What follows belongs to an exercise in optimizing a design on an open flow for small area and a short achievable clock period; a production flow would make more cautious choices.
At most, simulation tests tie the RTL to the original design; equivalence was not proved.
Power and IR drop assume default switching activity.

Design fir, start of the top module:
module fir(
    input clk,
    input signed [15:0] noisy_signal,
    output signed [15:0] filtered_signal
);
Size: about 1,400 cells after synthesis, ~540 flip-flops, ~33 I/O pins.
Settings: LEC_CHECK=0, CAP_MARGIN=20, CORE_MARGIN=2, CORE_UTILIZATION=72, CTS_CLUSTER_DIAMETER=100, CTS_CLUSTER_SIZE=20, SETUP_SLACK_MARGIN=3.9, SLEW_MARGIN=20, SYNTH_HIERARCHICAL=1, SYNTH_MINIMUM_KEEP_SIZE=0; clock period 6.0 ns.
run.sh (not shown) runs the stock make flow with config.mk's settings and CLKGATE_MAP_FILE= SYNTH_SCRIPT=/design/flow/synth_recipe.tcl, a recipe that flattens the netlist after the stock synthesis.
Change:
CORE_UTILIZATION = 65   (was 72)
SETUP_SLACK_MARGIN = 4.0   (was 3.9)
What happened: The changed run completed without violations. Total power barely changes. Setup slack gets better by 0.034 ns. Flip-flop and latch count stays the same. Final cell count climbs by 3.6%. Clock power barely changes.
Change:
SETUP_SLACK_MARGIN = 3.9   (was 4.0)
After rerunning: Clock power stays flat. Global-route usage shrinks by 0.71 points. Routed wire length fell by 3.1%. Count of clock-buffer cells in the layout stays the same. Hold slack got worse by 0.0071 ns. Area after synthesis does not change. Synthesized cell count does not change.
Change:
CORE_UTILIZATION = 58   (was 65)
CTS_CLUSTER_SIZE = 25   (was 20)
SETUP_SLACK_MARGIN = 3.8   (was 3.9)
=>
- clock power went down by about 10%
- critical path depth does not change
- worst setup slack is worse by 0.0030 ns
Change:
CORE_UTILIZATION = 65   (was 58)
CTS_CLUSTER_SIZE = 20   (was 25)
After rerunning:
- critical path depth stays the same
- setup slack loses 0.0085 ns
- cell count drops by a few percent
- non-clock buffer count climbs by 1
- worst hold slack loses 0.0063 ns
- design area climbs slightly
- die area drops by roughly a tenth
- routed wire length drops by a few percent
- via count climbs by a few percent
- area after synthesis does not change
- sequential share of layout area drops by 0.24 points

========
Another version of the RTL of fir (not shown whole).
Size in the first run: ~1400 cells after synthesis, about 410 flip-flops, ~33 I/O pins, about 0.021 mm^2 of cells after synthesis.
clock: 6.0 ns
lec_check: 0
cap_margin: 20
core_margin: 2
core_utilization: 65
cts_cluster_diameter: 100
cts_cluster_size: 30
setup_slack_margin: 3.7
slew_margin: 20
synth_hierarchical: 1
synth_minimum_keep_size: 0
Edit:
- CTS_CLUSTER_DIAMETER: 100 -> default
- CTS_CLUSTER_SIZE: 30 -> default
Result: The changed run produced a clean layout; first-iteration DRC count shrinks by 9.9%; clock skew grows by 0.013 ns; sequential share of layout area shrinks by 1.0 points; core utilization grows by 2.3 points; area after synthesis is unchanged; hold slack loses 0.014 ns; via count grows by 1.9%; clock-buffer cell count grows by 37.
Function was not checked in any run of this note: the RTL went through the layout flow alone.

========
## wip/harbor
fir, a different RTL version from the one above (not shown whole).
For scale: ~1400 cells after synthesis, ~510 flip-flops, about 33 I/O pins, ~0.022 mm2 of cells after synthesis.
Settings: LEC_CHECK=0, CAP_MARGIN=20, CORE_MARGIN=2, CORE_UTILIZATION=58, CTS_CLUSTER_DIAMETER=100, CTS_CLUSTER_SIZE=25, GPL_ROUTABILITY_DRIVEN=0, SETUP_SLACK_MARGIN=3.8, SLEW_MARGIN=20, SYNTH_HIERARCHICAL=1, SYNTH_MINIMUM_KEEP_SIZE=0; clock period 6.0 ns.
For wip/tundra, these inputs were changed with respect to wip/harbor:
Settings: a change of CORE_UTILIZATION from 58 to 65; a deleted GPL_ROUTABILITY_DRIVEN that had been 0.
wip/harbor → wip/tundra: overall power after layout went up; portion of total power attributed to the clock network went down.
Compared with wip/harbor, wip/tundra shows a higher met1 track utilization from global routing.
For post-route minimum period, wip/tundra and wip/harbor come out practically identical.
The fraction of area in clock buffers and inverters on wip/harbor is in line with that on wip/tundra.
wip/tundra finished end to end and its layout was clean on timing, DRC and antenna.
Setup changes, wip/tundra to wip/onyx
Settings: changing CORE_UTILIZATION from 65 to 62.
Area share of buffers outside the clock network sits lower in wip/onyx than in wip/tundra.
Sequential share of layout area in wip/onyx is 0.35 points higher than in wip/tundra
On wire length of the first global-routing pass, wip/onyx does worse than wip/tundra.
Compared wip/onyx against wip/tundra; final clock period utilization by the worst path within noise.
wip/onyx completed; timing, DRC and antenna clean
The non-clock buffer count in wip/onyx is 0.804 times that in wip/tundra.
Highest-delay cell along the critical path: dfxtp_2 -> wip/onyx, dfxtp_1 -> wip/tundra
| combinational share of power | wip/onyx vs wip/tundra | 0.3 points lower |
Compare wip/onyx and wip/tundra | final design utilization lower: wip/onyx
Diff wip/tundra -> wip/onyx: minimum setup slack in the final design comparable; total design power now smaller; synthesis-to-layout area growth now smaller; total instance count after detailed placement now larger.

========
== run A ==
fir again, from the RTL that the note above started with.
## fir
module fir(
    input clk,
    input signed [15:0] noisy_signal,
    output signed [15:0] filtered_signal
);
clock: 6.0 ns
lec_check: 0
cap_margin: 20
core_margin: 2
core_utilization: 58
cts_cluster_diameter: 100
cts_cluster_size: 25
setup_slack_margin: 3.8
slew_margin: 20
synth_hierarchical: 1
synth_minimum_keep_size: 0
Run A reached the end of the flow, and the finished layout is clean on the timing, design-rule and antenna checks.
[inputs] run B vs run A
- a change of CORE_UTILIZATION from 58 to 52
[summary]
Run B | status: complete | timing, DRC, antenna: pass
The die of run B is larger than the one used in run A.
Area of the multi-input gates across run A and run B: no real change.
Diff run A -> run B: clock edge transition at the registers on the reported setup and hold paths level, flip-flop and latch count stayed essentially flat, switching share of power did not really move.
On adder and majority cell fraction of the synthesized area, run A and run B are neck and neck.
Of the two values seen for capture point of the worst path, filtered_signal[13] was produced by run B and filtered_signal[7] by run A.
The higher routed wire length of run A and run B is in run A.
[inputs] run C vs run B
- CORE_UTILIZATION now 58, was 52
- PLACE_DENSITY now 0.75, previously not set
Findings:
- Number of placement rows in run C is 5.4% below run B.
- Run C vs. run B: final period utilization barely changed, final critical-path setup slack rose 0.0037 ns, fraction of standard cell area in multi-input logic comparable.
- Relative to run B, the cell area of run C is lower by about 0.4%.
- The maximum frequency on run B is in line with that on run C.
What run D does differently from run C at the input level:
- a change of CTS_CLUSTER_DIAMETER from 100 to 60
- a deleted PLACE_DENSITY that had been 0.75
- an added CTS_BUF_LIST of sky130_fd_sc_hd__clkbuf_16 sky130_fd_sc_hd__clkbuf_8
- Lower share of total power in the clock network goes to run C over run D.
- Run C has a lower met2 track utilization from global routing than run D.
- The core of run D is more densely filled than that of run C.
- Number of cells traversed by the worst register-to-register path in run D is 5 higher than in run C
- From run C to run D the numbers moved as follows: maximum number of pins on one net before global-route repair saw a decrease; relative area change from synthesis to final layout increased 2.8 points; total power after layout moved up; routed length on met1 went up.

========
fir again, from the RTL that the note above started with.
// fir
module fir(
    input clk,
    input signed [15:0] noisy_signal,
    output signed [15:0] filtered_signal
);
    reg [15:0] r0;
    reg [15:0] r1;
    reg [15:0] r2;
    reg [15:0] r3;
    reg [15:0] r4;
    reg [15:0] r5;
    reg [15:0] r6;
    reg [15:0] r7;
    reg [15:0] r8;
    reg [16:0] p0_0;
    reg [16:0] p1_0;
    reg rp2_0;
    reg rp2_1;
    reg rp2_2;
    reg rp2_3;
    reg rc2_4;
    reg rp2_5;
    reg rp2_6;
    reg rp2_7;
    reg rp2_8;
    reg rc2_9;
    reg rp2_10;
    reg rp2_11;
    reg rp2_12;
    reg rc2_13;
    reg rp2_14;
    reg rp2_15;
    reg rp2_16;
    reg rc2_17;
    reg rp2_18;
    reg rp2_19;
    reg rp2_20;
    reg rp3_21;
    reg rp3_22;
    reg rp3_23;
    reg rc3_24;
    reg rp3_25;
    reg rp3_26;
    reg rp3_27;
    reg rc3_28;
    reg rp3_29;
    reg rp3_30;
    reg rp3_31;
    reg rc3_32;
    reg rp3_33;
    reg rp3_34;
    reg rp3_35;
    reg rc3_36;
    reg rp3_37;
    reg rp3_38;
    reg rp3_39;
    reg rc3_40;
    reg rp3_41;
    reg rp3_42;
    reg qm2_43;
    reg qm2_44;
    reg qm2_45;
    reg qm2_46;
    reg qm2_47;
    reg qm2_48;
    reg qm2_49;
    reg qm2_50;
    reg qm2_51;
    reg qm2_52;
    reg qm2_53;
    reg qm2_54;
    reg qm2_55;
    reg qm2_56;
    reg qm2_57;
    reg qm2_58;
    reg qm2_59;
    reg qm2_60;
    reg qm2_61;
    reg qm2_62;
    reg qm2_63;
    reg qm2_64;
    reg qm2_65;
    reg qm2_66;
  ...
clock: 6.0 ns
lec_check: 0
cap_margin: 20
core_aspect_ratio: 2.0
core_margin: 2
core_utilization: 58
cts_cluster_diameter: 100
cts_cluster_size: 25
setup_slack_margin: 3.8
slew_margin: 20
synth_hierarchical: 1
synth_minimum_keep_size: 0
Rerun with:
CORE_ASPECT_RATIO = not set   (was 2.0)
SETUP_SLACK_MARGIN = 3.85   (was 3.8)
What happened:
- The changed run produced a clean layout
- first-iteration DRC count went up by 54%
- count of clock-buffer cells in the layout stays the same
- final cell count went up by 0.86%
- die area is about the same
- hold slack gains 0.012 ns
- via count went down by 1.5%
- cell area went up by 0.32%
- synthesized area does not change
- wire length went down by 9.8%
Rerun with:
CORE_ASPECT_RATIO = 0.5   (was not set)
SETUP_SLACK_MARGIN = 3.8   (was 3.85)
Outcome:
- worst setup slack degrades by 0.0066 ns
- power goes up by 3.8%
- via count goes up by about 1.4%

## port drivers added, routing unchanged
The results above use ideal ports. As a check the final layouts listed here were re-extracted and re-timed, cells and wires unchanged. Step 1 (the two cells are an assumption about what drives the block):
set clk [get_ports {clk}]
set_driving_cell -lib_cell sky130_fd_sc_hd__clkbuf_16 $clk
set_driving_cell -lib_cell sky130_fd_sc_hd__buf_2 [delete_from_list [all_inputs] $clk]
Step 2 also shifts input and output timing later by t, the mid clock arrival at the registers, as if the neighbouring blocks saw the same clock. Slacks: no drivers / after step 1 / after step 2; pairs: no drivers / after step 1.
run | t, ns | slack for setup (ns) | clock arrival spread, ns
the first run of note 1 | 0.633 | 3.753 / 3.723 / 3.753 | 0.018 / 0.019
the second run of note 1 | 0.621 | 3.788 / 3.736 / 3.835 | 0.011 / 0.011
the third run of note 1 | 0.623 | 3.790 / 3.738 / 3.811 | 0.013 / 0.013
the fourth run of note 1 | 0.627 | 3.787 / 3.732 / 3.823 | 0.029 / 0.029
the fifth run of note 1 | 0.632 | 3.778 / 3.726 / 3.819 | 0.022 / 0.022
the first run of note 2 | 0.575 | 3.498 / 3.498 / 3.498 | 0.024 / 0.024
the second run of note 2 | 0.591 | 3.495 / 3.495 / 3.495 | 0.031 / 0.031
wip/harbor | 0.601 | 3.804 / 3.752 / 3.846 | 0.031 / 0.030
wip/tundra | 0.599 | 3.804 / 3.752 / 3.841 | 0.024 / 0.025
wip/onyx | 0.603 | 3.801 / 3.747 / 3.860 | 0.025 / 0.025
run A | 0.601 | 3.804 / 3.752 / 3.846 | 0.031 / 0.030
run B | 0.609 | 3.796 / 3.742 / 3.848 | 0.028 / 0.028
run C | 0.603 | 3.800 / 3.747 / 3.833 | 0.025 / 0.025
run D | 0.601 | 3.824 / 3.772 / 3.842 | 0.023 / 0.023
the first run of note 5 | 0.615 | 3.790 / 3.733 / 3.801 | 0.026 / 0.027
the second run of note 5 | 0.606 | 3.803 / 3.751 / 3.855 | 0.025 / 0.026
the third run of note 5 | 0.630 | 3.796 / 3.737 / 3.820 | 0.030 / 0.030
After both steps every run listed still meets setup and hold.
